Context: an optimization exercise on an open-source flow, tuned for a short achievable clock period and few clock cycles. The choices shown serve that exercise and are no tape-out recipe. At most, simulation tests tie the RTL to the original design; equivalence was not proved. The RTL of run 1 was laid out without a check of its function. Power is estimated from default activity; no workload was simulated.

==> design/flow/design.v <==
module CPU(
    input reset, clk,
    output [31:0] imem_addr,
    input [31:0] imem_data,
    output [31:0] dmem_addr,
    output [31:0] dmem_wdata,
    output dmem_we, dmem_re,
    input [31:0] dmem_rdata
);
reg [31:0] PC;
reg [31:0] ras;                  
reg        D_valid, D_pred;
reg [31:0] D_inst, D_pc4, D_ras;
reg [31:0] D_rsoh, D_rtoh;       
reg        D_rsW, D_rtW;         
reg [4:0]  E_rd;
reg        E_load, E_store, E_br, E_brv, E_jr, E_slow;
reg [31:0] E_a, E_b, E_sd, E_pc4, E_brtgt, E_alt, E_ras;
reg [4:0]  E_sh;
reg        E_pred, E_neg, E_nz, E_x, E_jp;
reg        E_fAM, E_fAW, E_fBM, E_fBW, E_fSM, E_fSW, E_sdL;
reg        E_sub, E_add, E_and, E_or, E_xor, E_nor, E_slt, E_sll, E_srl, E_sra, E_lnk;
reg [4:0]  M_rd;
reg        M_load, M_store, M_slow;
reg [31:0] M_res, M_sd, M_pc4, M_brtgt;
reg        M_sdW, M_le, M_neg, M_pred, M_nz;
reg [4:0]  W_rd;
reg [31:0] W_val;
reg [31:0] rf [1:31];
wire stall, e_red, m_red;
wire [31:0] e_tgt, m_tgt;
wire [31:0] pc4 = {PC[31], PC[30:0] + 31'd4};
wire [31:0] inst = imem_data;
wire [5:0]  f_op = inst[31:26];
wire f_rtype = (f_op == 6'h00);
wire f_j   = (f_op == 6'h02) | (f_op == 6'h03);
wire f_br  = (f_op[5:2] == 4'b0001);
wire f_bt  = f_br & (f_op[0] | inst[15]);
wire f_jr  = f_rtype & (inst[5:0] == 6'h08) & (inst[25:21] == 5'd31);
wire f_call = (f_op == 6'h03) | (f_rtype & (inst[5:0] == 6'h09));
wire f_pred = f_j | f_bt | f_jr;
wire [16:0] f_lo   = {1'b0, PC[17:2]} + {1'b0, inst[15:0]} + 17'd1;
wire [13:0] f_hi   = PC[31:18];
wire [13:0] f_hip1 = PC[31:18] + 14'd1;
wire [13:0] f_him1 = PC[31:18] - 14'd1;
wire        f_wrap = &PC[30:2];
wire [13:0] f_hisel = (f_lo[16] == inst[15]) ? f_hi : f_lo[16] ? f_hip1 : f_him1;
wire [31:0] f_brtgt = {f_hisel[13] ^ f_wrap, f_hisel[12:0], f_lo[15:0], 2'b00};
wire [31:0] f_ptgt = f_j  ? {pc4[31:28], inst[25:0], 2'b00} :
                     f_bt ? f_brtgt : ras;
assign imem_addr = PC;
always @(negedge reset or posedge clk) begin
    if (~reset) begin
        PC <= 32'h80000000;
        ras <= 32'b0;
        D_valid <= 1'b0;
    end else begin
        if (e_red) PC <= e_tgt;
        else if (m_red) PC <= m_tgt;
        else if (~stall) PC <= f_pred ? f_ptgt : pc4;
        if (~stall & f_call) ras <= pc4;
        if (e_red | m_red) D_valid <= 1'b0;
        else if (~stall) D_valid <= 1'b1;
    end
end
wire [4:0] n_rs = stall ? D_inst[25:21] : inst[25:21];
wire [4:0] n_rt = stall ? D_inst[20:16] : inst[20:16];
wire [31:0] f_rsoh = 32'b1 << inst[25:21];
wire [31:0] f_rtoh = 32'b1 << inst[20:16];
always @(posedge clk) begin
    if (~stall) begin
        D_inst <= inst;
        D_pc4 <= pc4;
        D_ras <= ras;
        D_pred <= f_pred;
        D_rsoh <= {f_rsoh[31:1], 1'b0};
        D_rtoh <= {f_rtoh[31:1], 1'b0};
    end
    D_rsW <= (M_rd != 5'd0) & (M_rd == n_rs);
    D_rtW <= (M_rd != 5'd0) & (M_rd == n_rt);
end
wire [5:0] op = D_inst[31:26];
wire [5:0] fn = D_inst[5:0];
wire [4:0] rs = D_inst[25:21];
wire [4:0] rt = D_inst[20:16];
wire [4:0] rd = D_inst[15:11];
wire [15:0] imm = D_inst[15:0];
wire rtype  = (op == 6'h00);
wire i_jr   = rtype & (fn == 6'h08);
wire i_jalr = rtype & (fn == 6'h09);
wire i_sll  = rtype & (fn == 6'h00);
wire i_srl  = rtype & (fn == 6'h02);
wire i_sra  = rtype & (fn == 6'h03);
wire i_shift = i_sll | i_srl | i_sra;
wire i_j    = (op == 6'h02);
wire i_jal  = (op == 6'h03);
wire i_beq  = (op == 6'h04);
wire i_bne  = (op == 6'h05);
wire i_blez = (op == 6'h06);
wire i_bgtz = (op == 6'h07);
wire i_br   = (op[5:2] == 4'b0001);
wire i_lw   = (op == 6'h23);
wire i_sw   = (op == 6'h2B);
wire i_lui  = (op == 6'h0F);
wire i_andi = (op == 6'h0C);
wire i_imm  = (op == 6'h08) | (op == 6'h09) | (op == 6'h0A) | (op == 6'h0B) |
              i_andi | (op == 6'h0D) | i_lui | i_lw | i_sw;
wire i_link = i_jal | i_jalr;
wire d_add = (rtype & ((fn == 6'h20) | (fn == 6'h21))) | (op == 6'h08) | (op == 6'h09) |
             i_lui | i_lw | i_sw;
wire d_sub = rtype & ((fn == 6'h22) | (fn == 6'h23));
wire d_and = (rtype & (fn == 6'h24)) | i_andi;
wire d_or  = (rtype & (fn == 6'h25)) | (op == 6'h0D);
wire d_xor = rtype & (fn == 6'h26);
wire d_nor = rtype & (fn == 6'h27);
wire d_slt = (rtype & ((fn == 6'h2A) | (fn == 6'h2B))) | (op == 6'h0A) | (op == 6'h0B);
wire [4:0] d_rd = i_jal ? 5'd31 :
                  (rtype & ~i_jr) ? rd :
                  (i_imm & ~i_sw) ? rt : 5'd0;
wire [31:0] immv = i_lui  ? {imm, 16'b0} :
                   i_andi ? {16'b0, imm} : {{16{imm[15]}}, imm};
reg [31:0] rf_a, rf_b;
integer k;
always @(*) begin
    rf_a = 32'b0;
    rf_b = 32'b0;
    for (k = 1; k < 32; k = k + 1) begin
        rf_a = rf_a | ({32{D_rsoh[k]}} & rf[k]);
        rf_b = rf_b | ({32{D_rtoh[k]}} & rf[k]);
    end
end
wire [31:0] rs_rf = D_rsW ? W_val : rf_a;
wire [31:0] rt_rf = D_rtW ? W_val : rf_b;
wire [31:0] d_brtgt = D_pc4 + {{14{imm[15]}}, imm, 2'b00};
wire use_rs = ~(i_j | i_jal | i_shift);
wire use_rt = rtype | i_br;
assign stall = D_valid & ((E_load & (E_rd != 5'd0) &
                           ((use_rs & (rs == E_rd)) | (use_rt & (rt == E_rd)))) | E_slow);
wire b_reg = ~i_imm & ~i_link;
wire fAM = use_rs & (rs != 5'd0) & (E_rd == rs);
wire fAW = use_rs & (rs != 5'd0) & (M_rd == rs) & ~fAM;
wire fBM = b_reg & (rt != 5'd0) & (E_rd == rt);
wire fBW = b_reg & (rt != 5'd0) & (M_rd == rt) & ~fBM;
wire fSE = i_sw & (rt != 5'd0) & (E_rd == rt);
wire fSM = fSE & ~E_load;
wire fSL = fSE & E_load;
wire fSW = i_sw & (rt != 5'd0) & (M_rd == rt) & ~fSE;
wire e_bubble = stall | e_red | m_red;
always @(negedge reset or posedge clk) begin
    if (~reset) begin
        E_rd <= 5'b0;
        E_load <= 1'b0; E_store <= 1'b0;
        E_br <= 1'b0; E_brv <= 1'b0; E_jr <= 1'b0; E_slow <= 1'b0;
    end else if (e_bubble | ~D_valid) begin
        E_rd <= 5'b0;
        E_load <= 1'b0; E_store <= 1'b0;
        E_br <= 1'b0; E_brv <= 1'b0; E_jr <= 1'b0; E_slow <= 1'b0;
    end else begin
        E_rd <= d_rd;
        E_load <= i_lw; E_store <= i_sw;
        E_br <= i_br & ~((i_blez | i_bgtz) & (rt != 5'd0));
        E_brv <= i_br & ~((i_blez | i_bgtz) & (rt != 5'd0)) & (imm != 16'd0);
        E_jr <= i_jr | i_jalr;
        E_slow <= (i_blez | i_bgtz) & (rt != 5'd0);
    end
end
always @(posedge clk) begin
    E_a <= use_rs ? rs_rf : 32'b0;
    E_b <= i_link ? D_pc4 : i_imm ? immv : rt_rf;
    E_sd <= rt_rf;
    E_sh <= D_inst[10:6];
    E_pc4 <= D_pc4;
    E_brtgt <= d_brtgt;
    E_alt <= D_pred ? D_pc4 : d_brtgt;
    E_x <= D_pred ^ (i_bne | i_bgtz);
    E_jp <= D_pred;
    E_ras <= D_ras;
    E_pred <= D_pred;
    E_neg <= i_bne | i_bgtz;
    E_nz <= (imm != 16'd0);
    E_fAM <= fAM; E_fAW <= fAW; E_fBM <= fBM; E_fBW <= fBW;
    E_fSM <= fSM; E_fSW <= fSW; E_sdL <= fSL;
    E_sub <= d_sub | d_slt | i_br;
    E_add <= d_add | d_sub;
    E_and <= d_and; E_or <= d_or; E_xor <= d_xor; E_nor <= d_nor;
    E_slt <= d_slt;
    E_sll <= i_sll; E_srl <= i_srl; E_sra <= i_sra;
    E_lnk <= i_link;
end
wire [31:0] A  = E_fAM ? M_res : E_fAW ? W_val : E_a;
wire [31:0] B  = E_fBM ? M_res : E_fBW ? W_val : E_b;
wire [31:0] SD = E_fSM ? M_res : E_fSW ? W_val : E_sd;
wire [31:0] Bx = B ^ {32{E_sub}};
wire [32:0] sum = {1'b0, A} + {1'b0, Bx} + {32'b0, E_sub};
wire lt = ~sum[32];
wire signed [31:0] Bs = B;
wire [31:0] sra_r = Bs >>> E_sh;
wire [31:0] res = ({32{E_add}} & sum[31:0]) |
                  ({32{E_and}} & (A & B)) |
                  ({32{E_or}}  & (A | B)) |
                  ({32{E_xor}} & (A ^ B)) |
                  ({32{E_nor}} & ~(A | B)) |
                  ({32{E_slt}} & {31'b0, lt}) |
                  ({32{E_sll}} & (B << E_sh)) |
                  ({32{E_srl}} & (B >> E_sh)) |
                  ({32{E_sra}} & sra_r) |
                  ({32{E_lnk}} & E_b);
wire E_fAE = ~E_fAM & ~E_fAW;
wire E_fBE = ~E_fBM & ~E_fBW;
wire eq_mw = (M_res == W_val);
wire eq_me = (M_res == E_b);
wire eq_em = (E_a == M_res);
wire eq_we = (W_val == E_b);
wire eq_ew = (E_a == W_val);
wire eq_ee = (E_a == E_b);
wire eq = (E_fAM & E_fBM) | (E_fAW & E_fBW) |
          (E_fAM & E_fBW & eq_mw) | (E_fAW & E_fBM & eq_mw) |
          (E_fAM & E_fBE & eq_me) | (E_fAE & E_fBM & eq_em) |
          (E_fAW & E_fBE & eq_we) | (E_fAE & E_fBW & eq_ew) |
          (E_fAE & E_fBE & eq_ee);
wire eqr = (E_fAM & (M_res == E_ras)) | (E_fAW & (W_val == E_ras)) | (E_fAE & (E_a == E_ras));
wire taken = eq ^ E_neg;
assign e_red = (E_brv & (eq ^ E_x)) | (E_jr & ~(E_jp & eqr));
assign e_tgt = E_jr ? A : E_alt;
always @(negedge reset or posedge clk) begin
    if (~reset) begin
        M_rd <= 5'b0;
        M_load <= 1'b0; M_store <= 1'b0; M_slow <= 1'b0;
    end else begin
        M_rd <= E_rd;
        M_load <= E_load;
        M_store <= E_store;
        M_slow <= E_slow;
    end
end
always @(posedge clk) begin
    M_res <= res;
    M_sd <= SD;
    M_sdW <= E_sdL;
    M_le <= eq | lt;
    M_neg <= E_neg;
    M_pred <= E_pred;
    M_nz <= E_nz;
    M_pc4 <= E_pc4;
    M_brtgt <= E_brtgt;
end
assign dmem_addr = M_res;
assign dmem_wdata = M_sdW ? W_val : M_sd;
assign dmem_we = M_store;
assign dmem_re = M_load;
wire m_taken = M_le ^ M_neg;
assign m_red = M_slow & (m_taken ^ M_pred) & M_nz;
assign m_tgt = m_taken ? M_brtgt : M_pc4;
always @(negedge reset or posedge clk) begin
    if (~reset) W_rd <= 5'b0;
    else W_rd <= M_rd;
end
always @(posedge clk) begin
    W_val <= M_load ? dmem_rdata : M_res;
end
integer i;
always @(negedge reset or posedge clk) begin
    if (~reset) begin
        for (i = 1; i < 32; i = i + 1) rf[i] <= 32'b0;
    end else if (W_rd != 5'd0) begin
        rf[W_rd] <= W_val;
    end
end
endmodule
==> design/flow/flow/run.sh <==
#!/bin/bash
set -euo pipefail
cd "$(dirname "$0")/.."
bash standard.sh SETUP_SLACK_MARGIN=${FLOW_MARGIN:-7} finish > flow_standard.log 2>&1
==> design/flow/standard.sh <==
#!/bin/bash
# synth_recipe.tcl (not shown) runs the flow's synth.tcl, then flattens the netlist and writes it again
# the make line also repeats each setting of config.mk as NAME=value (left out here)
make -C /OpenROAD-flow-scripts/flow DESIGN_CONFIG=/design/flow/config.mk WORK_HOME=/design/flow/orfs CLKGATE_MAP_FILE= SYNTH_SCRIPT=/design/flow/synth_recipe.tcl "${@:-finish}"
==> design/flow/config.mk <==
export PLATFORM = sky130hd
export DESIGN_NAME = CPU
export DESIGN_NICKNAME = CPU
export VERILOG_FILES = /design/flow/design.v
export SDC_FILE = /design/flow/constraint.sdc
export NUM_CORES = 4
export LEC_CHECK = 0
export CAP_MARGIN = 20
export CORE_MARGIN = 2
export CORE_UTILIZATION = 40
export GPL_ROUTABILITY_DRIVEN = 1
export GPL_TIMING_DRIVEN = 1
export PLACE_DENSITY = 0.6
export SLEW_MARGIN = 20
==> design/flow/constraint.sdc <==
create_clock -name core_clock -period 11.0 [get_ports {clk}]
set_input_delay 2.2000 -clock core_clock [delete_from_list [all_inputs] [get_ports {clk}]]
set_output_delay 2.2000 -clock core_clock [all_outputs]
set_load 0.01 [all_outputs]
==> reports/qor.csv, run 1 <==
stage,metric,value,unit
routing,drc_violations,0,
synth,yosys-top-cells-area,"sky130_fd_sc_hd__dfrtp_1 (32%), sky130_fd_sc_hd__dfxtp_1 (9.7%), sky130_fd_sc_hd__mux2_2 (7.1%)",
global_routing,globalRouteTotalUtil,38.6,%
die,floorplan.die.width,465,um
synth,synth_enable_flop_cells,159,
final_layout,final_layout_size_suffix_gt1_share,19.1,%
synth,synth-adder-area-share,2.35,%
setup_path,worst-endpoint-required,11750,ps
synth,netlist.top_cell.by_area,sky130_fd_sc_hd__dfrtp_1,
synth,avgSynthCellArea,10.1,sq um
power_and_ir_drop,clkPwrFrac,35.4,%
placed_design,buffer_ports.inserted,163,
timing,finalHoldViolCount,0,
setup_path,timing.critical_path.arrival,6080,ps
synth,synth_sequential_area_ratio,47.2,%
power_and_ir_drop,p_int,11.9,mW
synth,synth.cell_area,84900,sq um
synth,synth_async_sr_flop_share,65.4,%
placed_design,finalWeightedCongestion,1.00,
synth,synthSimpleGateAreaFrac,10.4,%
setup_path,cp.buffers_inverters,4,
synth,syn-instance-count,8401,
global_routing,global_route.overflow_total,0,
status,violatedChecks,"max-capacitance violations, max-slew violations",
clock_network,clkLatencyLatePin,870,ps
power_and_ir_drop,power.net_switching,5.51,mW
timing,max_slew.worst_pin.slew,1560,ps
die,boundaryPins,164,
status,status,failed layout checks,
clock_network,clock_transition_at_path_regs,70,ps
final_layout,areaGrowthSynthToFinish,16.5,%
final_layout,layout.filler_cells,19700,
placed_design,dp_cells,10900,
power_and_ir_drop,power.sequential.fraction,42.9,%
routing,detail_route.wirelength,432000,um
clock_network,tritoncts,yes,
clock_network,ctsRootBufferMaster,sky130_fd_sc_hd__clkbuf_16,
timing,max-slew-margin-rel,-4.84,%
clock_network,cts_inserted_buffers,172,
global_routing,antenna_found_initial,40,
placed_design,detailedPlacementHpwl,251000,um
global_routing,grt_pass1_vias,75200,
synth,synth-seq-cells,1651,
synth,synth_xor_xnor_area_share,4.58,%
global_routing,grt_start_max_net_pins,162,
routing,route.detailed.vias_per_inst,6.97,
die,floorplan.die_area,216000,sq um
global_routing,grt_first_pass_wirelength,593000,um
timing,clock_period_minus_worst_slack,5330,ps
power_and_ir_drop,power_switching_share,31.6,%
die,start_util,40.1,%
setup_path,setup.worst_path.start_class,primary input,
routing,via_count,79700,
clock_network,cts.path.max_buffers,3,
power_and_ir_drop,combPwrFrac,21.7,%
timing,slew_violations,4,
die,floorplan.die.height,465,um
timing,unrepaired_setup_endpoints_after_global_routing,yes,
min_path,hold_crit_depth,0,
setup_path,critical_path_fanouts_max,5,
final_layout,final_core_util,46.7,%
final_layout,net_total_in_the_final_layout,8670,
die,floorplan.rows,169,
timing,final.setup_skew,51.4,ps
setup_path,timing.critical_path.max_delay_family,compound AO/OA/AOI/OAI gates,
routing,ant_nets,0,
final_layout,final_cells,11400,
setup_path,standard_cell_with_the_maximum_stage_delay_on_the_critical_path,sky130_fd_sc_hd__fa_2,
power_and_ir_drop,p_per_area,176,nW/um^2
setup_path,timing_worst_setup_path_type,in -> reg,
synth,yosys.area.top_type_share,31.8,%
placed_design,placed_cell_area,89700,sq um
setup_path,worst_path_most_repeated_cell,sky130_fd_sc_hd__o21a_1,
final_layout,layout.cell_area.non_filler,98900,sq um
power_and_ir_drop,ir_drop,0.000159,V
synth,synth.lib_cells_used.distinct,91,
timing,fin_tns_setup,0,ps
clock_network,cts_hold_repair.buffers,0,
synth,synth.mux.area_fraction,11.7,%
synth,synth-compound-area-share,19.5,%
synth,yosysWarnings,2,
timing,layout_worst_path_cycle_share,48.5,%
timing,hold_slack,321,ps
routing,drt_iter0_markers,14900,
setup_path,path_depth,20,
synth,synth_top_family_by_area,compound AO/OA/AOI/OAI gates,
synth,predominant_post_synthesis_flop_cell,sky130_fd_sc_hd__dfrtp_1,
timing,fmax,187,MHz
timing,timing.final.setup_violations,0,
clock_network,htreeDepth,4,
die,core_area,212000,sq um
setup_path,crit_path_cell_trace,clkdlybuf4s15_2 > ha_4 > o21a_1 > o21a_1 > nand4_1 > a31oi_4 > o41ai_4 > buf_6 > buf_12 > buf_16 > fa_2 > a211oi_2 > o21bai_2 > a31o_2 > a41o_1 > o41a_1 > xor2_1 > a21oi_1 > mux2i_1 > mux2_4,
min_path,hold_path_class,reg -> reg,
setup_path,setup.worst_path.end_class,register,
routing,drt-pass1-iter-count,15,
routing,route.detailed.wl_per_inst,37.8,um
setup_path,worst-r2r-cell-count,21,
clock_network,cts.sink_count,1651,
job,maxCapViolCount,1,
power_and_ir_drop,p_leak,42.3,nW
setup_path,max_stage_delay,360,ps
path summary, 6_finish.rpt:
kind	from	endpoint	slack, ps
setup / recovery	imem_data[5]	PC[30]	5670
hold / removal	E_brtgt[14]	M_brtgt[14]	320
hold reg to reg	E_brtgt[14]	M_brtgt[14]	320
setup reg to reg	PC[2]	PC[30]	6560
min in group asynchronous	reset	rf[5][18]	1390
max in group asynchronous	reset	rf[19][15]	7280
through the flow:
step	setup slack [ps]	total power, mW
floorplan	4920	9.35
global placement	3710	10.7
detailed placement	3730	10.7
CTS	5580	17.1
global route	5490	17.9
finish	5670	17.4
layout by cell type, fill, tap and decap left out, types with 54 or more instances in the layout:
cell type / synthesis / layout
sky130_fd_sc_hd__mux2_2: 534 / 499
sky130_fd_sc_hd__a22oi_1: 529 / 529
sky130_fd_sc_hd__nand4_1: 182 / 182
sky130_fd_sc_hd__a211oi_1: 66 / 54
sky130_fd_sc_hd__a21oi_1: 233 / 212
sky130_fd_sc_hd__mux2i_1: 254 / 248
sky130_fd_sc_hd__dfrtp_1: 1079 / 1049
sky130_fd_sc_hd__nand3_1: 209 / 201
sky130_fd_sc_hd__dfxtp_1: 412 / 372
sky130_fd_sc_hd__edfxtp_1: 159 / 159
sky130_fd_sc_hd__buf_4: 20 / 359
sky130_fd_sc_hd__nand2_1: 931 / 919
sky130_fd_sc_hd__clkbuf_16: 0 / 180
sky130_fd_sc_hd__buf_6: 4 / 91
sky130_fd_sc_hd__o21ai_0: 800 / 777
sky130_fd_sc_hd__a22o_1: 229 / 229
sky130_fd_sc_hd__xor2_1: 239 / 235
sky130_fd_sc_hd__a221oi_1: 259 / 259
sky130_fd_sc_hd__nor2_1: 252 / 233
sky130_fd_sc_hd__inv_1: 150 / 148
sky130_fd_sc_hd__nor4_1: 93 / 90
sky130_fd_sc_hd__xnor2_1: 205 / 201
sky130_fd_sc_hd__ha_1: 153 / 132
sky130_fd_sc_hd__clkdlybuf4s50_1: 0 / 61
sky130_fd_sc_hd__dlygate4sd2_1: 0 / 59
sky130_fd_sc_hd__nor3_1: 93 / 92
layout make-up:
cell class | count | area, sq um | area share, %
Timing Repair Buffer | 642 | 6270 | 6.34
Multi-Input combinational cell | 5823 | 42400 | 42.8
Inverter | 157 | 619 | 0.626
Antenna cell | 23 | 57.6 | 0.0582
Tap cell | 2821 | 3530 | 3.57
Sequential cell | 1651 | 40200 | 40.6
Clock buffer | 246 | 5010 | 5.06
Clock inverter | 69 | 846 | 0.855
metal layers:
layer	wire (um)	global-route usage, %
met5	766	2.61
met4	39300	27.3
met3	68500	18.5
met2	171000	53.1
met1	152000	46.7
logic make-up (layout without fill, tap and decap cells):
| family | after synthesis | after routing |
|---|---|---|
| mux | 854 | 854 |
| xor+xnor | 444 | 444 |
| buf+inv | 927 | 1114 |
| simple gates | 1933 | 1933 |
| fa+ha+maj | 157 | 157 |
| compound gates | 2435 | 2435 |
| flops | 1651 | 1651 |
| other cells | 0 | 23 |
synthesized netlist by cell type (all sizes together) (229+ instances only):
cell type / instances
nor2: 252
xor2: 239
o21ai: 801
dfrtp: 1079
mux2: 548
a22oi: 529
nand2: 931
a221oi: 259
a21oi: 233
mux2i: 256
a22o: 229
clkbuf: 593
dfxtp: 412
timing repair:
action | 4_1_cts | 5_1_grt
setup buffers | 130 | 48
gates resized for setup | 510 | 111
gates cloned | 10 | 3
setup endpoints to repair | 238 | 247
pin swaps | 53 | 41
flip-flops by register name, indices dropped and copies added, names as in the netlist, 31 cells and up:
signal and cells:
D_inst 32, E_ras 32, D_rtoh 31, D_rsoh 31, E_b 32, D_pc4 32, PC 32, E_a 32
ras 32, W_val 32, M_brtgt 32, M_res 32, rf 992, E_sd 32, E_alt 32, M_sd 32
D_ras 32
power groups by stage:
| stage | Sequential [mW] | Combinational (mW) | Clock (mW) |
|---|---|---|---|
| 5_1_grt | 7.52 | 4.01 | 6.41 |
| 3_3_place_gp | 7.60 | 3.08 | 0 |
| 3_5_place_dp | 7.61 | 3.12 | 0 |
| 6_report | 7.48 | 3.79 | 6.17 |
| 4_1_cts | 7.46 | 3.52 | 6.14 |
| 2_1_floorplan | 7.27 | 2.08 | 0 |
==> run 2: changes to the inputs <==
--- a/design/flow/design.v
+++ b/design/flow/design.v
@@ -20,3 +20,3 @@
 reg        E_pred, E_neg, E_nz, E_x, E_jp;
-reg        E_fAM, E_fAW, E_fBM, E_fBW, E_fSM, E_fSW, E_sdL;
+reg        E_fAM, E_fAW, E_fAE, E_fBM, E_fBW, E_fBE, E_fSM, E_fSW, E_fSE, E_sdL;
 reg        E_sub, E_add, E_and, E_or, E_xor, E_nor, E_slt, E_sll, E_srl, E_sra, E_lnk;
@@ -37,3 +37,4 @@
 wire f_br  = (f_op[5:2] == 4'b0001);
-wire f_bt  = f_br & (f_op[0] | inst[15]);
+wire f_small = (inst[15:6] == 10'h000) | (inst[15:6] == 10'h3FF);
+wire f_bt  = f_br & (f_op[0] | inst[15]) & f_small;
 wire f_jr  = f_rtype & (inst[5:0] == 6'h08) & (inst[25:21] == 5'd31);
@@ -41,11 +42,21 @@
 wire f_pred = f_j | f_bt | f_jr;
-wire [16:0] f_lo   = {1'b0, PC[17:2]} + {1'b0, inst[15:0]} + 17'd1;
-wire [13:0] f_hi   = PC[31:18];
-wire [13:0] f_hip1 = PC[31:18] + 14'd1;
-wire [13:0] f_him1 = PC[31:18] - 14'd1;
+wire [6:0] f_lo;
+wire       f_c;
+KSAdd #(.N(7), .L(3)) if_add(.a(PC[8:2]), .b(inst[6:0]), .ci(1'b1), .s(f_lo), .co(f_c));
+wire [22:0] f_hi   = PC[31:9];
+wire [22:0] f_hip1 = PC[31:9] + 23'd1;
+wire [22:0] f_him1 = PC[31:9] - 23'd1;
 wire        f_wrap = &PC[30:2];
-wire [13:0] f_hisel = (f_lo[16] == inst[15]) ? f_hi : f_lo[16] ? f_hip1 : f_him1;
-wire [31:0] f_brtgt = {f_hisel[13] ^ f_wrap, f_hisel[12:0], f_lo[15:0], 2'b00};
-wire [31:0] f_ptgt = f_j  ? {pc4[31:28], inst[25:0], 2'b00} :
-                     f_bt ? f_brtgt : ras;
+wire [22:0] f_hisel;
+HiSel if_hisel(.c(f_c), .sg(inst[15]),
+               .h0({f_hi[22] ^ f_wrap, f_hi[21:0]}),
+               .hp({f_hip1[22] ^ f_wrap, f_hip1[21:0]}),
+               .hm({f_him1[22] ^ f_wrap, f_him1[21:0]}),
+               .h(f_hisel));
+wire [31:0] f_brtgt = {f_hisel, f_lo, 2'b00};
+wire [31:0] pc_next;
+PcNext pc_mux(.e_red(e_red), .e_tgt(e_tgt), .m_red(m_red), .m_tgt(m_tgt),
+              .stall(stall), .pc(PC), .f_j(f_j), .f_bt(f_bt), .f_jr(f_jr),
+              .jtgt({pc4[31:28], inst[25:0], 2'b00}), .brtgt(f_brtgt), .ras(ras),
+              .pc4(pc4), .next(pc_next));
 assign imem_addr = PC;
@@ -57,5 +68,3 @@
     end else begin
-        if (e_red) PC <= e_tgt;
-        else if (m_red) PC <= m_tgt;
-        else if (~stall) PC <= f_pred ? f_ptgt : pc4;
+        PC <= pc_next;
         if (~stall & f_call) ras <= pc4;
@@ -182,2 +191,3 @@
     E_fSM <= fSM; E_fSW <= fSW; E_sdL <= fSL;
+    E_fAE <= ~fAM & ~fAW; E_fBE <= ~fBM & ~fBW; E_fSE <= ~fSM & ~fSW;
     E_sub <= d_sub | d_slt | i_br;
@@ -189,22 +199,10 @@
 end
-wire [31:0] A  = E_fAM ? M_res : E_fAW ? W_val : E_a;
-wire [31:0] B  = E_fBM ? M_res : E_fBW ? W_val : E_b;
-wire [31:0] SD = E_fSM ? M_res : E_fSW ? W_val : E_sd;
-wire [31:0] Bx = B ^ {32{E_sub}};
-wire [32:0] sum = {1'b0, A} + {1'b0, Bx} + {32'b0, E_sub};
-wire lt = ~sum[32];
-wire signed [31:0] Bs = B;
-wire [31:0] sra_r = Bs >>> E_sh;
-wire [31:0] res = ({32{E_add}} & sum[31:0]) |
-                  ({32{E_and}} & (A & B)) |
-                  ({32{E_or}}  & (A | B)) |
-                  ({32{E_xor}} & (A ^ B)) |
-                  ({32{E_nor}} & ~(A | B)) |
-                  ({32{E_slt}} & {31'b0, lt}) |
-                  ({32{E_sll}} & (B << E_sh)) |
-                  ({32{E_srl}} & (B >> E_sh)) |
-                  ({32{E_sra}} & sra_r) |
-                  ({32{E_lnk}} & E_b);
-wire E_fAE = ~E_fAM & ~E_fAW;
-wire E_fBE = ~E_fBM & ~E_fBW;
+wire [31:0] A  = ({32{E_fAM}} & M_res) | ({32{E_fAW}} & W_val) | ({32{E_fAE}} & E_a);
+wire [31:0] B  = ({32{E_fBM}} & M_res) | ({32{E_fBW}} & W_val) | ({32{E_fBE}} & E_b);
+wire [31:0] SD = ({32{E_fSM}} & M_res) | ({32{E_fSW}} & W_val) | ({32{E_fSE}} & E_sd);
+wire [31:0] res;
+wire lt;
+ExAlu alu(.a(A), .b(B), .sh(E_sh), .sub(E_sub), .add(E_add), .land(E_and), .lor(E_or),
+          .lxor(E_xor), .lnor(E_nor), .slt(E_slt), .sll(E_sll), .srl(E_srl), .sra(E_sra),
+          .lnk(E_lnk), .link(E_b), .res(res), .lt(lt));
 wire eq_mw = (M_res == W_val);
@@ -269 +267,94 @@
 endmodule
+module KSAdd #(parameter N = 32, parameter L = 5) (
+    input [N-1:0] a, b,
+    input ci,
+    output [N-1:0] s,
+    output co
+);
+wire [N-1:0] p = a ^ b;
+wire [N-1:0] t = a | b;
+wire [N-1:0] g1 = (a & b) | (t & {a[N-2:0] & b[N-2:0], 1'b0});
+wire [N-1:0] t1 = t & {t[N-2:0], 1'b1};
+genvar l, i;
+generate
+    for (l = 1; l <= L; l = l + 1) begin : lvl
+        wire [N-1:0] g, tt;
+        if (l == 1) begin : first
+            assign g = g1;
+            assign tt = t1;
+        end else begin : next
+            for (i = 0; i < N; i = i + 1) begin : pos
+                if (i >= (1 << (l - 1))) begin : comb
+                    assign g[i] = lvl[l-1].g[i] | (lvl[l-1].tt[i] & lvl[l-1].g[i - (1 << (l - 1))]);
+                    assign tt[i] = lvl[l-1].tt[i] & lvl[l-1].tt[i - (1 << (l - 1))];
+                end else begin : pass
+                    assign g[i] = lvl[l-1].g[i];
+                    assign tt[i] = lvl[l-1].tt[i];
+                end
+            end
+        end
+    end
+endgenerate
+wire [N-1:0] G = lvl[L].g;
+wire [N-1:0] T = lvl[L].tt;
+wire [N-1:0] c = G | (T & {N{ci}});
+assign s = p ^ {c[N-2:0], ci};
+assign co = c[N-1];
+endmodule
+module ExAlu(
+    input [31:0] a, b,
+    input [4:0] sh,
+    input sub, add, land, lor, lxor, lnor, slt, sll, srl, sra, lnk,
+    input [31:0] link,
+    output [31:0] res,
+    output lt
+);
+wire [31:0] sum;
+wire co;
+KSAdd #(.N(32), .L(5)) add32(.a(a), .b(b ^ {32{sub}}), .ci(sub), .s(sum), .co(co));
+assign lt = ~co;
+wire signed [31:0] bs = b;
+wire [31:0] sra_r = bs >>> sh;
+wire [31:0] other = ({32{land}} & (a & b)) |
+                    ({32{lor}}  & (a | b)) |
+                    ({32{lxor}} & (a ^ b)) |
+                    ({32{lnor}} & ~(a | b)) |
+                    ({32{sll}}  & (b << sh)) |
+                    ({32{srl}}  & (b >> sh)) |
+                    ({32{sra}}  & sra_r) |
+                    ({32{lnk}}  & link);
+Mux2 #(.N(31)) res_mux(.s(add), .a(other[31:1]), .b(sum[31:1]), .y(res[31:1]));
+Sel3 res0_sel(.sa(add), .a(sum[0]), .sb(slt), .b(lt), .sc(~add & ~slt), .c(other[0]), .y(res[0]));
+endmodule
+module HiSel(
+    input c, sg,
+    input [22:0] h0, hp, hm,
+    output [22:0] h
+);
+assign h = (c == sg) ? h0 : c ? hp : hm;
+endmodule
+module PcNext(
+    input e_red, m_red, stall, f_j, f_bt, f_jr,
+    input [31:0] e_tgt, m_tgt, pc, jtgt, brtgt, ras, pc4,
+    output [31:0] next
+);
+assign next = e_red ? e_tgt :
+              m_red ? m_tgt :
+              stall ? pc :
+              f_j ? jtgt :
+              f_bt ? brtgt :
+              f_jr ? ras : pc4;
+endmodule
+module Mux2 #(parameter N = 32) (
+    input s,
+    input [N-1:0] a, b,
+    output [N-1:0] y
+);
+assign y = s ? b : a;
+endmodule
+module Sel3(
+    input sa, a, sb, b, sc, c,
+    output y
+);
+assign y = (sa & a) | (sb & b) | (sc & c);
+endmodule
==> design/flow/run.sh (new file) <==
#!/bin/bash
# synth_recipe.tcl (not shown) runs the flow's synth.tcl, then flattens the netlist and writes it again
# the make line also repeats each setting of config.mk as NAME=value (left out here)
make -C /OpenROAD-flow-scripts/flow DESIGN_CONFIG=/design/flow/config.mk WORK_HOME=/design/flow/orfs CLKGATE_MAP_FILE= SYNTH_SCRIPT=/design/flow/synth_recipe.tcl finish
--- a/design/flow/config.mk
+++ b/design/flow/config.mk
@@ -7,8 +7,10 @@
 export LEC_CHECK = 0
-export CAP_MARGIN = 20
+export CAP_MARGIN = 40
 export CORE_MARGIN = 2
-export CORE_UTILIZATION = 40
+export CORE_UTILIZATION = 25
 export GPL_ROUTABILITY_DRIVEN = 1
 export GPL_TIMING_DRIVEN = 1
-export PLACE_DENSITY = 0.6
-export SLEW_MARGIN = 20
+export PLACE_DENSITY = 0.45
+export SETUP_SLACK_MARGIN = 5
+export SLEW_MARGIN = 40
+export SYNTH_HIERARCHICAL = 1
removed: design/flow/flow/run.sh
removed: design/flow/standard.sh
==> reports/qor.csv, run 2 <==
stage,metric,value,unit,change
status,status,timing/DRC/antenna clean,,was failed layout checks
routing,met3WireLength,64800,um,was 68500 um
power_and_ir_drop,p_leak,42.9,nW,was 42.3 nW
routing,via_count,80100,,was 79700
synth,synth_async_sr_flop_share,65.3,%,was 65.4%
setup_path,r2r-start,M_res[16],,was PC[2]
die,floorplan.die.width,594,um,was 465 um
timing,slew_violations,0,,was 4
global_routing,grt_start_max_net_pins,156,,was 162
setup_path,timing_worst_setup_path_type,reg -> out,,was in -> reg
min_path,hold_path_class,reg -> reg,,unchanged
final_layout,largest_register_ff_count,992,,unchanged
die,core_area,346000,sq um,was 212000 sq um
setup_path,cp.buffers_inverters,2,,was 4
power_and_ir_drop,power.sequential.fraction,43.0,%,was 42.9%
setup_path,setup.worst_path.start_class,register,,was primary input
synth,synth_top_cells_by_count,"sky130_fd_sc_hd__dfrtp_1 (1079), sky130_fd_sc_hd__nand2_1 (844), sky130_fd_sc_hd__clkbuf_1 (711)",,"was sky130_fd_sc_hd__dfrtp_1 (1079), sky130_fd_sc_hd__nand2_1 (931), sky130_fd_sc_hd__o21ai_0 (800)"
timing,fmax,190,MHz,was 187 MHz
global_routing,grt_pass1_vias,75700,,was 75200
routing,drt-pass1-iter-count,16,,was 15
synth,yosys-top-cells-area,"sky130_fd_sc_hd__dfrtp_1 (31%), sky130_fd_sc_hd__dfxtp_1 (9.5%), sky130_fd_sc_hd__mux2_2 (7.4%)",,"was sky130_fd_sc_hd__dfrtp_1 (32%), sky130_fd_sc_hd__dfxtp_1 (9.7%), sky130_fd_sc_hd__mux2_2 (7.1%)"
power_and_ir_drop,ir_drop,0.000145,V,was 0.000159 V
power_and_ir_drop,combPwrFrac,20.6,%,was 21.7%
synth,synth.lib_cells_used.distinct,116,,was 91
synth,avgSynthCellArea,10.0,sq um,was 10.1 sq um
clock_network,clock_transition_at_path_regs,60,ps,was 70 ps
clock_network,ctsRootBufferMaster,sky130_fd_sc_hd__clkbuf_16,,unchanged
routing,detail_route.wirelength,495000,um,was 432000 um
min_path,hold_path.startpoint,E_pc4[24],,was E_brtgt[14]
synth,yosys.area.top_type_share,31.0,%,was 31.8%
global_routing,grt_first_pass_wirelength,668000,um,was 593000 um
final_layout,layout.cells.most_common,sky130_fd_sc_hd__dfrtp_1,,unchanged
clock_network,cts_repair_resize_count,0,,was 510
synth,yosysWarnings,8,,was 2
setup_path,crit_path_cell_trace,buf_4 > mux2_2 > clkdlybuf4s50_1,,was clkdlybuf4s15_2 > ha_4 > o21a_1 > o21a_1 > nand4_1 > a31oi_4 > o41ai_4 > buf_6 > buf_12 > buf_16 > fa_2 > a211oi_2 > o21bai_2 > a31o_2 > a41o_1 > o41a_1 > xor2_1 > a21oi_1 > mux2i_1 > mux2_4
clock_network,cts_inserted_buffers,194,,was 172
synth,synth_sequential_area_ratio,46.1,%,was 47.2%
power_and_ir_drop,p_int,12.2,mW,was 11.9 mW
setup_path,standard_cell_with_the_maximum_stage_delay_on_the_critical_path,sky130_fd_sc_hd__dfxtp_1,,was sky130_fd_sc_hd__fa_2
power_and_ir_drop,power.net_switching,6.18,mW,was 5.51 mW
setup_path,setup.worst_path.end_class,output pin,,was register
placed_design,detailedPlacementHpwl,315000,um,was 251000 um
timing,max-slew-margin-rel,30.5,%,was -4.84%
timing,clock_period_minus_worst_slack,5260,ps,was 5330 ps
synth,syn-instance-count,8678,,was 8401
power_and_ir_drop,power_switching_share,33.6,%,was 31.6%
timing,finalHoldViolCount,0,,unchanged
setup_path,max_stage_delay,870,ps,was 360 ps
routing,route.detailed.vias_per_inst,6.03,,was 6.97
die,start_util,25.1,%,was 40.1%
die,floorplan.rows,216,,was 169
setup_path,timing.critical_path.max_delay_family,buffers and inverters,,was compound AO/OA/AOI/OAI gates
timing,unrepaired_setup_endpoints_after_global_routing,no,,was yes
clock_network,clkLatencyLatePin,920,ps,was 870 ps
final_layout,largest_register_by_flop_count,rf,,unchanged
final_layout,multi_input_area,42800,sq um,was 42400 sq um
final_layout,area_taken_by_flip_flops_and_latches,40200,sq um,about the same
routing,top_signal_layer_used,met5,,unchanged
routing,met2_length,192000,um,was 171000 um
timing,hold_slack,275,ps,was 321 ps
timing,layout_worst_path_cycle_share,47.8,%,was 48.5%
placed_design,finalWeightedCongestion,0.975,,was 1.00
global_routing,global_route.overflow_total,0,,unchanged
die,floorplan.die.height,594,um,was 465 um
clock_network,cts.sink_count,1654,,was 1651
routing,drt_iter0_markers,14700,,was 14900
power_and_ir_drop,p_per_area,182,nW/um^2,was 176 nW/um^2
final_layout,final_layout_size_suffix_gt1_share,16.5,%,was 19.1%
power_and_ir_drop,power.total,18.4,mW,was 17.4 mW
synth,yosys.cell_count.top_type,sky130_fd_sc_hd__dfrtp_1,,unchanged
final_layout,net_total_in_the_final_layout,8775,,was 8670
clock_network,cts.path.max_buffers,4,,was 3
setup_path,timing.critical_path.arrival,3060,ps,was 6080 ps
synth,netlist.top_cell.by_area,sky130_fd_sc_hd__dfrtp_1,,unchanged
synth,synth.cell_area,87000,sq um,was 84900 sq um
clock_network,cts_setup_buffers,0,,was 130
timing,fin_tns_setup,0,ps,unchanged
synth,synth_enable_flop_cells,159,,unchanged
final_layout,areaGrowthSynthToFinish,15.8,%,was 16.5%
placed_design,buffer_ports.inserted,163,,unchanged
final_layout,most-common-layout-cells,"sky130_fd_sc_hd__dfrtp_1 (1077), sky130_fd_sc_hd__nand2_1 (833), sky130_fd_sc_hd__o21ai_0 (664)",,"was sky130_fd_sc_hd__dfrtp_1 (1049), sky130_fd_sc_hd__nand2_1 (919), sky130_fd_sc_hd__o21ai_0 (777)"
routing,ant_nets,0,,unchanged
timing,final.setup_skew,94.4,ps,was 51.4 ps
die,boundaryPins,164,,unchanged
timing,timing.final.setup_violations,0,,unchanged
setup_path,crit_path_start,W_val[3],,was imem_data[5]
synth,predominant_post_synthesis_flop_cell,sky130_fd_sc_hd__dfrtp_1,,unchanged
setup_path,critical_path_fanouts_max,14,,was 5
routing,met1_length,209000,um,was 152000 um
clock_network,htreeDepth,4,,unchanged
job,maxCapViolCount,0,,was 1
routing,route.detailed.wl_per_inst,37.2,um,was 37.8 um
final_layout,layout.filler_cells,36000,,was 19700
global_routing,globalRouteTotalUtil,27.0,%,was 38.6%
power_and_ir_drop,clkPwrFrac,36.4,%,was 35.4%
synth,synth-seq-cells,1654,,was 1651
clock_network,cts_hold_repair.buffers,0,,unchanged
setup_path,worst-endpoint-required,8800,ps,was 11750 ps
die,floorplan.die_area,353000,sq um,was 216000 sq um
global_routing,antenna_found_initial,51,,was 40
timing,max_slew.worst_pin.slew,1040,ps,was 1560 ps
routing,drc_violations,0,,unchanged
clock_network,tritoncts,yes,,unchanged
[run 2: final timing paths]
check | end | slack, ps | cells after the start
max | dmem_wdata[3] | 5740 | 3
min | M_pc4[24] | 280 | 0
min reg2reg | M_pc4[24] | 280 | 0
max reg2reg | M_res[19] | 6060 | 13
min in group asynchronous | ras[24] | 1180 | 1
max in group asynchronous | rf[10][17] | 7660 | 5
[run 2: cell families (layout without fill, tap and decap cells)]
| group | Yosys count | in the layout | share of synthesized area, % |
|---|---|---|---|
| AO/OA/AOI/OAI | 2376 | 2376 | 19.2 |
| XOR/XNOR | 472 | 472 | 4.77 |
| adder cells (fa/ha/maj) | 181 | 181 | 2.63 |
| buffers and inverters | 1167 | 1163 | 5.38 |
| flip-flops | 1654 | 1654 | 46.1 |
| multiplexers | 805 | 805 | 11.0 |
| other | 2 | 44 | 0.00863 |
| AND/OR/NAND/NOR | 2021 | 2021 | 10.9 |
[run 2: per-stage QoR]
| stage | cells | utilization (%) | worst slack, ps | instance area [sq um] |
|---|---|---|---|---|
| 2_1_floorplan | 8682 | - | 5550 | 87000 |
| 3_3_place_gp | 12900 | 27.0 | 5300 | 93600 |
| 3_5_place_dp | 12900 | 27.2 | 5240 | 94100 |
| 4_1_cts | 13300 | 29.0 | 5760 | 100000 |
| 5_1_grt | 13300 | 29.1 | 5740 | 101000 |
| 6_report | 13300 | 29.1 | 5740 | 101000 |
[run 2: layout make-up]
cell class,count,share of cell area (%)
multi-input cells,5861,42.5
flip-flops and latches,1654,39.8
well taps,4578,5.68
clock buffers,264,5.53
repair buffers,478,4.29
inverters,339,1.26
clock inverters,82,0.806
diodes,38,0.0943
[run 2: layer usage]
layer  global-route usage (%)  vias to the layer above
li1                         -                    31700
met1                     37.5                    40400
met2                     36.3                     6459
met3                     9.50                     1547
met4                     13.5                       30
met5                        0                        -
[run 2: power by group through the flow]
stage | combinational [mW] | sequential (mW) | clock (mW)
floorplan | 2.37 | 7.40 | 0
global placement | 3.65 | 7.95 | 0
detailed placement | 3.65 | 7.95 | 0
CTS | 3.67 | 7.85 | 6.73
global route | 4.01 | 7.94 | 6.98
finish | 3.79 | 7.89 | 6.68
[run 2: Yosys stat by module (local to each module, per instance), excerpt]
| module | flops+latches | copies in the design |
|---|---|---|
| HiSel | 0 | 1 |
| ExAlu | 0 | 1 |
| CPU | 1654 | 1 |
| PcNext | 0 | 1 |
| Sel3 | 0 | 1 |
Testbench counts of run 2, summed over its fixed seeds: cycles 23,949.
==> run 3: changes to the inputs <==
==> design/flow/flow/run.sh (new file) <==
#!/bin/bash
set -euo pipefail
cd "$(dirname "$0")/.."
bash standard.sh SETUP_SLACK_MARGIN=${FLOW_MARGIN:-7} finish > flow_standard.log 2>&1
==> design/flow/standard.sh (new file) <==
#!/bin/bash
# synth_recipe.tcl (not shown) runs the flow's synth.tcl, then flattens the netlist and writes it again
# the make line also repeats each setting of config.mk as NAME=value (left out here)
make -C /OpenROAD-flow-scripts/flow DESIGN_CONFIG=/design/flow/config.mk WORK_HOME=/design/flow/orfs CLKGATE_MAP_FILE= SYNTH_SCRIPT=/design/flow/synth_recipe.tcl "${@:-finish}"
--- a/design/flow/config.mk
+++ b/design/flow/config.mk
@@ -13,3 +13,2 @@
 export PLACE_DENSITY = 0.45
-export SETUP_SLACK_MARGIN = 5
 export SLEW_MARGIN = 40
removed: design/flow/run.sh
==> reports/qor.csv, run 3 <==
stage,metric,value,unit,change
timing,max-slew-margin-rel,31.3,%,was 30.5%
clock_network,ctsRootBufferMaster,sky130_fd_sc_hd__clkbuf_16,,unchanged
min_path,hold_path.startpoint,E_brtgt[7],,was E_pc4[24]
routing,via_count,80800,,was 80100
clock_network,cts_inserted_buffers,190,,was 194
clock_network,cts_hold_repair.buffers,0,,unchanged
routing,drt-pass1-iter-count,14,,was 16
timing,fmax,223,MHz,was 190 MHz
clock_network,cts.sink_count,1654,,unchanged
job,maxCapViolCount,0,,unchanged
setup_path,worst_path_most_repeated_cell,sky130_fd_sc_hd__buf_6,,
timing,unrepaired_setup_endpoints_after_global_routing,yes,,was no
synth,synth_top_cells_by_count,"sky130_fd_sc_hd__dfrtp_1 (1079), sky130_fd_sc_hd__nand2_1 (844), sky130_fd_sc_hd__clkbuf_1 (711)",,unchanged
power_and_ir_drop,p_leak,43.9,nW,was 42.9 nW
final_layout,layout.cells.most_common,sky130_fd_sc_hd__dfrtp_1,,unchanged
global_routing,grt_start_max_net_pins,152,,was 156
synth,synth_async_sr_flop_share,65.3,%,unchanged
placed_design,finalWeightedCongestion,0.968,,was 0.975
status,status,timing/DRC/antenna clean,,unchanged
setup_path,worst-r2r-cell-count,15,,was 13
synth,synth.lib_cells_used.distinct,116,,unchanged
min_path,hold_crit_depth,0,,unchanged
clock_network,tritoncts,yes,,unchanged
clock_network,clock_transition_at_path_regs,70,ps,was 60 ps
synth,yosysWarnings,8,,unchanged
setup_path,max_stage_delay,440,ps,was 870 ps
setup_path,setup.worst_path.start_class,register,,unchanged
final_layout,net_total_in_the_final_layout,8899,,was 8775
routing,detail_route.wirelength,493000,um,was 495000 um
power_and_ir_drop,power.sequential.fraction,42.3,%,was 43.0%
timing,finalHoldViolCount,0,,unchanged
die,core_area,346000,sq um,unchanged
min_path,hold_path_class,reg -> reg,,unchanged
setup_path,regToRegSetupSlack,6970,ps,was 6060 ps
final_layout,layout.filler_cells,35700,,was 36000
synth,yosys.area.top_type_share,31.0,%,unchanged
power_and_ir_drop,clkPwrFrac,35.6,%,was 36.4%
setup_path,timing.critical_path.arrival,2280,ps,was 3060 ps
die,boundaryPins,164,,unchanged
global_routing,globalRouteTotalUtil,26.9,%,was 27.0%
setup_path,timing_worst_setup_path_type,reg -> out,,unchanged
final_layout,most-common-layout-cells,"sky130_fd_sc_hd__dfrtp_1 (1046), sky130_fd_sc_hd__nand2_1 (827), sky130_fd_sc_hd__o21ai_0 (663)",,"was sky130_fd_sc_hd__dfrtp_1 (1077), sky130_fd_sc_hd__nand2_1 (833), sky130_fd_sc_hd__o21ai_0 (664)"
clock_network,htreeDepth,4,,unchanged
global_routing,grt_pass1_vias,76800,,was 75700
power_and_ir_drop,combPwrFrac,22.0,%,was 20.6%
die,floorplan.die.width,594,um,unchanged
routing,drc_violations,0,,unchanged
timing,fin_tns_setup,0,ps,unchanged
setup_path,crit_path_cell_trace,buf_6 > buf_12 > buf_16 > mux2_4 > buf_6,,was buf_4 > mux2_2 > clkdlybuf4s50_1
timing,worst_slack,6520,ps,was 5740 ps
global_routing,antenna_found_initial,47,,was 51
synth,synth_sequential_area_ratio,46.1,%,unchanged
synth,yosys-top-cells-area,"sky130_fd_sc_hd__dfrtp_1 (31%), sky130_fd_sc_hd__dfxtp_1 (9.5%), sky130_fd_sc_hd__mux2_2 (7.4%)",,unchanged
setup_path,setup.worst_path.end_class,output pin,,unchanged
final_layout,area_taken_by_flip_flops_and_latches,40300,sq um,was 40200 sq um
synth,avgSynthCellArea,10.0,sq um,unchanged
global_routing,global_route.overflow_total,0,,unchanged
timing,final.setup_skew,120,ps,was 94.4 ps
setup_path,r2r-start,W_val[3],,was M_res[16]
die,start_util,25.1,%,unchanged
timing,max_slew.worst_pin.slew,1030,ps,was 1040 ps
final_layout,final_cells,13400,,was 13300
clock_network,cts.path.max_buffers,4,,unchanged
min_path,worst_case_hold_path_end_point,M_brtgt[7],,was M_pc4[24]
placed_design,buffer_ports.inserted,163,,unchanged
synth,netlist.top_cell.by_area,sky130_fd_sc_hd__dfrtp_1,,unchanged
setup_path,standard_cell_with_the_maximum_stage_delay_on_the_critical_path,sky130_fd_sc_hd__dfxtp_4,,was sky130_fd_sc_hd__dfxtp_1
die,floorplan.die.height,594,um,unchanged
routing,route.detailed.vias_per_inst,6.03,,about the same
power_and_ir_drop,power_switching_share,33.1,%,was 33.6%
power_and_ir_drop,p_per_area,177,nW/um^2,was 182 nW/um^2
routing,drt_iter0_markers,14300,,was 14700
power_and_ir_drop,power.total,18.2,mW,was 18.4 mW
die,floorplan.die_area,353000,sq um,unchanged
setup_path,worstReg2RegEnd,M_res[19],,unchanged
setup_path,critical_path_fanouts_max,8,,was 14
final_layout,areaGrowthSynthToFinish,18.0,%,was 15.8%
global_routing,grt_first_pass_wirelength,666000,um,was 668000 um
synth,synth-seq-cells,1654,,unchanged
timing,clock_period_minus_worst_slack,4480,ps,was 5260 ps
synth,synth.cell_area,87000,sq um,unchanged
power_and_ir_drop,p_int,12.2,mW,about the same
synth,synth_enable_flop_cells,159,,unchanged
synth,predominant_post_synthesis_flop_cell,sky130_fd_sc_hd__dfrtp_1,,unchanged
placed_design,dp_cells,12900,,about the same
clock_network,clkLatencyLatePin,940,ps,was 920 ps
routing,route.detailed.wl_per_inst,36.8,um,was 37.2 um
setup_path,worst-endpoint-required,8800,ps,about the same
routing,ant_nets,0,,unchanged
timing,layout_worst_path_cycle_share,40.7,%,was 47.8%
placed_design,worst_slack_at_placement,5150,ps,was 5240 ps
final_layout,multi_input_area,43300,sq um,was 42800 sq um
final_layout,largest_register_by_flop_count,rf,,unchanged
timing,hold_slack,320,ps,was 275 ps
setup_path,crit_path_start,M_sdW,,was W_val[3]
placed_design,detailedPlacementHpwl,308000,um,was 315000 um
synth,syn-instance-count,8678,,unchanged
timing,timing.final.setup_violations,0,,unchanged
power_and_ir_drop,ir_drop,0.000128,V,was 0.000145 V
synth,yosys.cell_count.top_type,sky130_fd_sc_hd__dfrtp_1,,unchanged
timing,slew_violations,0,,unchanged
die,floorplan.rows,216,,unchanged
power_and_ir_drop,power.net_switching,6.04,mW,was 6.18 mW
final_layout,final_layout_size_suffix_gt1_share,19.1,%,was 16.5%
final_layout,largest_register_ff_count,992,,unchanged
run 3: cell counts after synthesis:
No cell type changed its count.
run 3: how the worst max path moves through the flow:
stage,to,slack (ps),cells after the start
3_5_place_dp,PC[30],5150,7
6_report,dmem_wdata[25],6520,5
3_3_place_gp,PC[30],5210,7
2_1_floorplan,ras[10],5700,8
5_1_grt,dmem_wdata[25],6530,5
4_1_cts,dmem_wdata[25],6540,5
run 3: cell type report:
type,count,area share (%)
Tap cell,4578,5.58
Antenna cell,23,0.0560
Timing Repair Buffer,605,5.75
Clock inverter,54,0.515
Inverter,339,1.25
Clock buffer,288,5.48
Multi-Input combinational cell,5862,42.2
Sequential cell,1654,39.2
run 3: timing repair:
item,CTS,global route
setup buffers,68,26
pin swaps,11,26
gates resized for setup,474,90
setup endpoints to repair,182,106
gates cloned,12,1
endpoints found under the hold margin,0,0
run 3: metal layers:
layer / track usage (%) / vias up / share of wire, %
met5: 0 / - / 0.043
met4: 13.7 / 24 / 5.9
met3: 9.59 / 1577 / 13
met2: 37.7 / 6254 / 40
met1: 36.0 / 41000 / 40
li1: - / 31900 / -
run 3: Yosys stat by module (local to each module, per instance), excerpt:
module  cell area (sq um)  copies in the design  cells inside
CPU                 74400                     1          7046
ExAlu                6390                     1           807
PcNext               1860                     1           263
HiSel                 800                     1            77
Sel3                 13.8                     1             2
run 3: cells by family after synthesis:
| group | share of synthesized area, % |
|---|---|
| AND/OR/NAND/NOR | 10.9 |
| AO/OA/AOI/OAI | 19.2 |
| buffers and inverters | 5.38 |
| flip-flops | 46.1 |
| adder cells (fa/ha/maj) | 2.63 |
| other | 0.00863 |
| XOR/XNOR | 4.77 |
| multiplexers | 11.0 |
run 3: power by group through the flow:
stage	combinational, mW	sequential (mW)	clock (mW)
final	4.02	7.71	6.49
after global routing	4.25	7.75	6.77
after CTS	3.87	7.67	6.54
after detailed placement	3.55	7.92	0
after global placement	3.52	7.93	0
after floorplan	2.37	7.40	0
run 3: critical path, delay by kind of cell (launching register included):
family | cells | cell delay, ps
buffers and inverters | 4 | 570
flip-flops | 1 | 440
multiplexers | 1 | 400
run 3: per-stage QoR:
stage | instance area (sq um) | utilization (%)
finish | 103000 | 29.7
global route | 103000 | 29.6
CTS | 102000 | 29.5
detailed placement | 94200 | 27.2
global placement | 93700 | 27.1
floorplan | 87100 | -
==> run 4: changes to the inputs <==
--- a/design/flow/design.v
+++ b/design/flow/design.v
@@ -25,3 +25,3 @@
 reg [31:0] M_res, M_sd, M_pc4, M_brtgt;
-reg        M_sdW, M_le, M_neg, M_pred, M_nz;
+reg        M_le, M_neg, M_pred, M_nz;
 reg [4:0]  W_rd;
@@ -201,2 +201,4 @@
 wire [31:0] B  = ({32{E_fBM}} & M_res) | ({32{E_fBW}} & W_val) | ({32{E_fBE}} & E_b);
+wire [31:0] Bx = ({32{E_fBM}} & (M_res ^ {32{E_sub}})) | ({32{E_fBW}} & (W_val ^ {32{E_sub}})) |
+                 ({32{E_fBE}} & (E_b ^ {32{E_sub}}));
 wire [31:0] SD = ({32{E_fSM}} & M_res) | ({32{E_fSW}} & W_val) | ({32{E_fSE}} & E_sd);
@@ -204,3 +206,3 @@
 wire lt;
-ExAlu alu(.a(A), .b(B), .sh(E_sh), .sub(E_sub), .add(E_add), .land(E_and), .lor(E_or),
+ExAlu alu(.a(A), .b(B), .bx(Bx), .sh(E_sh), .sub(E_sub), .add(E_add), .land(E_and), .lor(E_or),
           .lxor(E_xor), .lnor(E_nor), .slt(E_slt), .sll(E_sll), .srl(E_srl), .sra(E_sra),
@@ -235,4 +237,3 @@
     M_res <= res;
-    M_sd <= SD;
-    M_sdW <= E_sdL;
+    M_sd <= E_sdL ? dmem_rdata : SD;
     M_le <= eq | lt;
@@ -245,3 +246,3 @@
 assign dmem_addr = M_res;
-assign dmem_wdata = M_sdW ? W_val : M_sd;
+assign dmem_wdata = M_sd;
 assign dmem_we = M_store;
@@ -304,3 +305,3 @@
 module ExAlu(
-    input [31:0] a, b,
+    input [31:0] a, b, bx,
     input [4:0] sh,
@@ -313,3 +314,3 @@
 wire co;
-KSAdd #(.N(32), .L(5)) add32(.a(a), .b(b ^ {32{sub}}), .ci(sub), .s(sum), .co(co));
+KSAdd #(.N(32), .L(5)) add32(.a(a), .b(bx), .ci(sub), .s(sum), .co(co));
 assign lt = ~co;
==> reports/qor.csv, run 4 <==
stage,metric,value,unit,change
clock_network,cts.path.max_buffers,4,,unchanged
placed_design,detailedPlacementHpwl,327000,um,was 308000 um
status,status,timing/DRC/antenna clean,,unchanged
routing,detail_route.wirelength,512000,um,was 493000 um
routing,drt-pass1-iter-count,11,,was 14
clock_network,ctsRootBufferMaster,sky130_fd_sc_hd__clkbuf_16,,unchanged
setup_path,worst-endpoint-required,11760,ps,was 8800 ps
clock_network,htreeDepth,4,,unchanged
routing,route.detailed.vias_per_inst,6.07,,was 6.03
final_layout,layout.filler_cells,36000,,was 35700
synth,yosys.cell_count.top_type,sky130_fd_sc_hd__dfrtp_1,,unchanged
final_layout,final_cells,13600,,was 13400
timing,max-slew-margin-rel,32.1,%,was 31.3%
die,floorplan.die.width,597,um,was 594 um
global_routing,globalRouteTotalUtil,27.5,%,was 26.9%
power_and_ir_drop,p_leak,43.3,nW,was 43.9 nW
timing,fin_tns_setup,0,ps,unchanged
synth,yosys.area.top_type_share,30.7,%,was 31.0%
setup_path,timing_worst_setup_path_type,reg -> reg,,was reg -> out
routing,ant_nets,0,,unchanged
global_routing,grt_first_pass_wirelength,683000,um,was 666000 um
synth,synth.lib_cells_used.distinct,106,,was 116
final_layout,final_core_util,29.6,%,was 29.7%
final_layout,net_total_in_the_final_layout,9099,,was 8899
die,floorplan.die_area,356000,sq um,was 353000 sq um
die,floorplan.rows,217,,was 216
synth,predominant_post_synthesis_flop_cell,sky130_fd_sc_hd__dfrtp_1,,unchanged
synth,avgSynthCellArea,9.91,sq um,was 10.0 sq um
global_routing,grt_pass1_vias,77400,,was 76800
timing,timing.final.setup_violations,0,,unchanged
routing,drt_iter0_markers,14800,,was 14300
routing,via_count,82600,,was 80800
clock_network,cts_inserted_buffers,191,,was 190
timing,layout_worst_path_cycle_share,37.2,%,was 40.7%
timing,final.setup_skew,87.4,ps,was 120 ps
final_layout,final_layout_size_suffix_gt1_share,18.3,%,was 19.1%
placed_design,dp_cells,13100,,was 12900
synth,synth_enable_flop_cells,159,,unchanged
die,boundaryPins,164,,unchanged
timing,unrepaired_setup_endpoints_after_global_routing,yes,,unchanged
die,start_util,25.1,%,about the same
final_layout,areaGrowthSynthToFinish,17.7,%,was 18.0%
power_and_ir_drop,ir_drop,0.000146,V,was 0.000128 V
setup_path,setup.worst_path.start_class,register,,unchanged
die,floorplan.die.height,597,um,was 594 um
clock_network,cts.sink_count,1653,,was 1654
synth,synth-seq-cells,1653,,was 1654
clock_network,clkLatencyLatePin,930,ps,was 940 ps
placed_design,placed_cell_area,95000,sq um,was 94200 sq um
setup_path,setup.worst_path.end_class,register,,was output pin
placed_design,buffer_ports.inserted,163,,unchanged
timing,max_slew.worst_pin.slew,1010,ps,was 1030 ps
min_path,hold_path_class,reg -> reg,,unchanged
setup_path,timing.critical_path.arrival,4850,ps,was 2280 ps
synth,netlist.top_cell.by_area,sky130_fd_sc_hd__dfrtp_1,,unchanged
clock_network,tritoncts,yes,,unchanged
synth,synth_async_sr_flop_share,65.3,%,about the same
timing,finalHoldViolCount,0,,unchanged
die,core_area,349000,sq um,was 346000 sq um
timing,clock_period_minus_worst_slack,4090,ps,was 4480 ps
setup_path,regToRegSetupSlack,6910,ps,was 6970 ps
clock_network,clock_transition_at_path_regs,60,ps,was 70 ps
power_and_ir_drop,p_per_area,178,nW/um^2,was 177 nW/um^2
synth,synth_sequential_area_ratio,45.7,%,was 46.1%
final_layout,largest_register_ff_count,992,,unchanged
global_routing,antenna_found_initial,53,,was 47
timing,fmax,244,MHz,was 223 MHz
synth,yosys-top-cells-area,"sky130_fd_sc_hd__dfrtp_1 (31%), sky130_fd_sc_hd__dfxtp_1 (9.4%), sky130_fd_sc_hd__mux2_2 (6.1%)",,"was sky130_fd_sc_hd__dfrtp_1 (31%), sky130_fd_sc_hd__dfxtp_1 (9.5%), sky130_fd_sc_hd__mux2_2 (7.4%)"
synth,synth_top_cells_by_count,"sky130_fd_sc_hd__dfrtp_1 (1079), sky130_fd_sc_hd__nand2_1 (917), sky130_fd_sc_hd__o21ai_0 (694)",,"was sky130_fd_sc_hd__dfrtp_1 (1079), sky130_fd_sc_hd__nand2_1 (844), sky130_fd_sc_hd__clkbuf_1 (711)"
placed_design,finalWeightedCongestion,0.984,,was 0.968
routing,route.detailed.wl_per_inst,37.6,um,was 36.8 um
setup_path,critical_path_fanouts_max,31,,was 8
final_layout,most-common-layout-cells,"sky130_fd_sc_hd__dfrtp_1 (1052), sky130_fd_sc_hd__nand2_1 (881), sky130_fd_sc_hd__o21ai_0 (694)",,"was sky130_fd_sc_hd__dfrtp_1 (1046), sky130_fd_sc_hd__nand2_1 (827), sky130_fd_sc_hd__o21ai_0 (663)"
synth,yosysWarnings,8,,unchanged
timing,slew_violations,0,,unchanged
global_routing,grt_start_max_net_pins,154,,was 152
global_routing,global_route.overflow_total,0,,unchanged
final_layout,largest_register_by_flop_count,rf,,unchanged
final_layout,layout.cells.most_common,sky130_fd_sc_hd__dfrtp_1,,unchanged
final_layout,layout.cell_area.non_filler,103000,sq um,about the same
synth,synth.cell_area,87800,sq um,was 87000 sq um
routing,drc_violations,0,,unchanged
synth,syn-instance-count,8862,,was 8678
job,maxCapViolCount,0,,unchanged
run 4: changes by cell type after synthesis, moves of 41 or more:
cell                       delta
sky130_fd_sc_hd__clkbuf_1   -113
sky130_fd_sc_hd__mux2i_1     +41
sky130_fd_sc_hd__buf_2       +53
sky130_fd_sc_hd__buf_4       +49
sky130_fd_sc_hd__xnor2_1     +61
sky130_fd_sc_hd__xor2_1      -89
sky130_fd_sc_hd__a21oi_1     +57
sky130_fd_sc_hd__mux2_2      -98
sky130_fd_sc_hd__nand2_1     +73
run 4: through the flow:
stage | total power, mW | setup slack (ps) | hold slack [ps]
after floorplan | 9.74 | 6940 | 310
after global placement | 11.5 | 5310 | 310
after detailed placement | 11.5 | 5280 | 312
after CTS | 18.2 | 6770 | 325
after global routing | 18.9 | 6930 | 327
final | 18.4 | 6910 | 321
run 4: per-layer routing:
| layer | wire length, um | vias up | track usage, % |
|---|---|---|---|
| met4 | 29900 | 36 | 13.7 |
| met2 | 203000 | 6548 | 37.8 |
| met3 | 64600 | 1508 | 8.94 |
| li1 | - | 32600 | - |
| met1 | 214000 | 41900 | 38.2 |
| met5 | 315 | - | 0.203 |
run 4: final cells by class:
cell class                      count  area [sq um]  area share, %
Antenna cell                       21          52.6         0.0508
Clock buffer                      268          5480           5.30
Clock inverter                     71           777          0.752
Inverter                          377          1480           1.43
Multi-Input combinational cell   6011         43600           42.2
Sequential cell                  1653         40300           39.0
Tap cell                         4599          5750           5.57
Timing Repair Buffer              611          5840           5.65
Timing Repair inverter              7          35.0         0.0339
run 4: critical path, cell delays in order (launching register included):
cell	delay (ps)
sky130_fd_sc_hd__dfxtp_1	590
sky130_fd_sc_hd__xor2_1	440
sky130_fd_sc_hd__nor4_1	150
sky130_fd_sc_hd__nand2_1	210
sky130_fd_sc_hd__nor4_1	80
sky130_fd_sc_hd__or3_1	490
sky130_fd_sc_hd__or4_1	490
sky130_fd_sc_hd__a32o_1	280
sky130_fd_sc_hd__buf_4	210
sky130_fd_sc_hd__nand2b_1	180
sky130_fd_sc_hd__buf_6	230
sky130_fd_sc_hd__o22ai_1	440
sky130_fd_sc_hd__a31oi_1	100
run 4: cell families (layout without fill, tap and decap cells):
group,Yosys count,in the layout,synth area share [%]
AO/OA/AOI/OAI,2468,2468,19.5
XOR/XNOR,443,443,4.42
adder cells (fa/ha/maj),181,181,2.60
buffers and inverters,1204,1334,5.79
flip-flops,1653,1653,45.7
multiplexers,786,786,10.7
other,2,27,0.00855
AND/OR/NAND/NOR,2125,2127,11.3
run 4: modules after synthesis (local to each module, per instance), a selection:
module / times used / flops+latches
Sel3: 1 / 0
HiSel: 1 / 0
CPU: 1 / 1653
PcNext: 1 / 0
ExAlu: 1 / 0
run 4: path summary, 6_finish.rpt:
check,from,endpoint,cells after the start
max,E_b[27],PC[2],12
min,E_pc4[5],M_pc4[5],0
max reg2reg,E_b[27],PC[2],12
min reg2reg,E_pc4[5],M_pc4[5],0
max in group asynchronous,reset,rf[24][5],5
min in group asynchronous,reset,rf[8][27],1
run 4: timing repair:
item,in CTS,in global routing
resized for setup,289,138
endpoints found under the hold margin,0,0
endpoints found under the setup margin,172,90
buffers inserted,46,50
cloned,9,11
hold buffers,0,0
pin swaps,4,28
run 4: power breakdown:
part	switching, mW	internal (mW)	leakage [nW]	total [mW]
Combinational	2.47	1.50	20.1	3.97
Clock	2.80	3.78	3.07	6.58
Sequential	0.900	6.91	20.2	7.81
Testbench counts of run 4, summed over its fixed seeds: cycles 23,949.

[port drivers added, routing unchanged]
Ports are ideal in the flow. The routed layouts listed here were re-timed in OpenROAD.
Step 1, drivers: a clkbuf_16 drives clk and a buf_2 each remaining input, both assumed.
Step 2 also shifts input and output timing later by t, the mid clock arrival at the registers, as if the neighbouring blocks saw the same clock.
Slacks: ideal ports / drivers / drivers and shift; pairs: ideal ports / drivers.
run | t, ns | setup WS [ns] | hold WS [ns] | worst data-port slew with drivers (ns) | cell pins on the clock port's net
run 1 | 0.930 | 5.665 / 5.700 / 4.769 | 0.321 / 0.321 / 0.321 | 0.12 | 1
run 2 | 0.970 | 5.744 / 5.643 / 5.301 | 0.275 / 0.275 / 0.275 | 0.13 | 1
run 3 | 0.998 | 6.522 / 6.404 / 6.159 | 0.320 / 0.320 / 0.320 | 0.12 | 1
run 4 | 0.984 | 6.908 / 6.900 / 6.150 | 0.321 / 0.321 / 0.321 | 0.11 | 1
For run 1, which loses most, drivers alone change the setup slack by +0.035 ns; drivers and shift together by -0.896 ns.
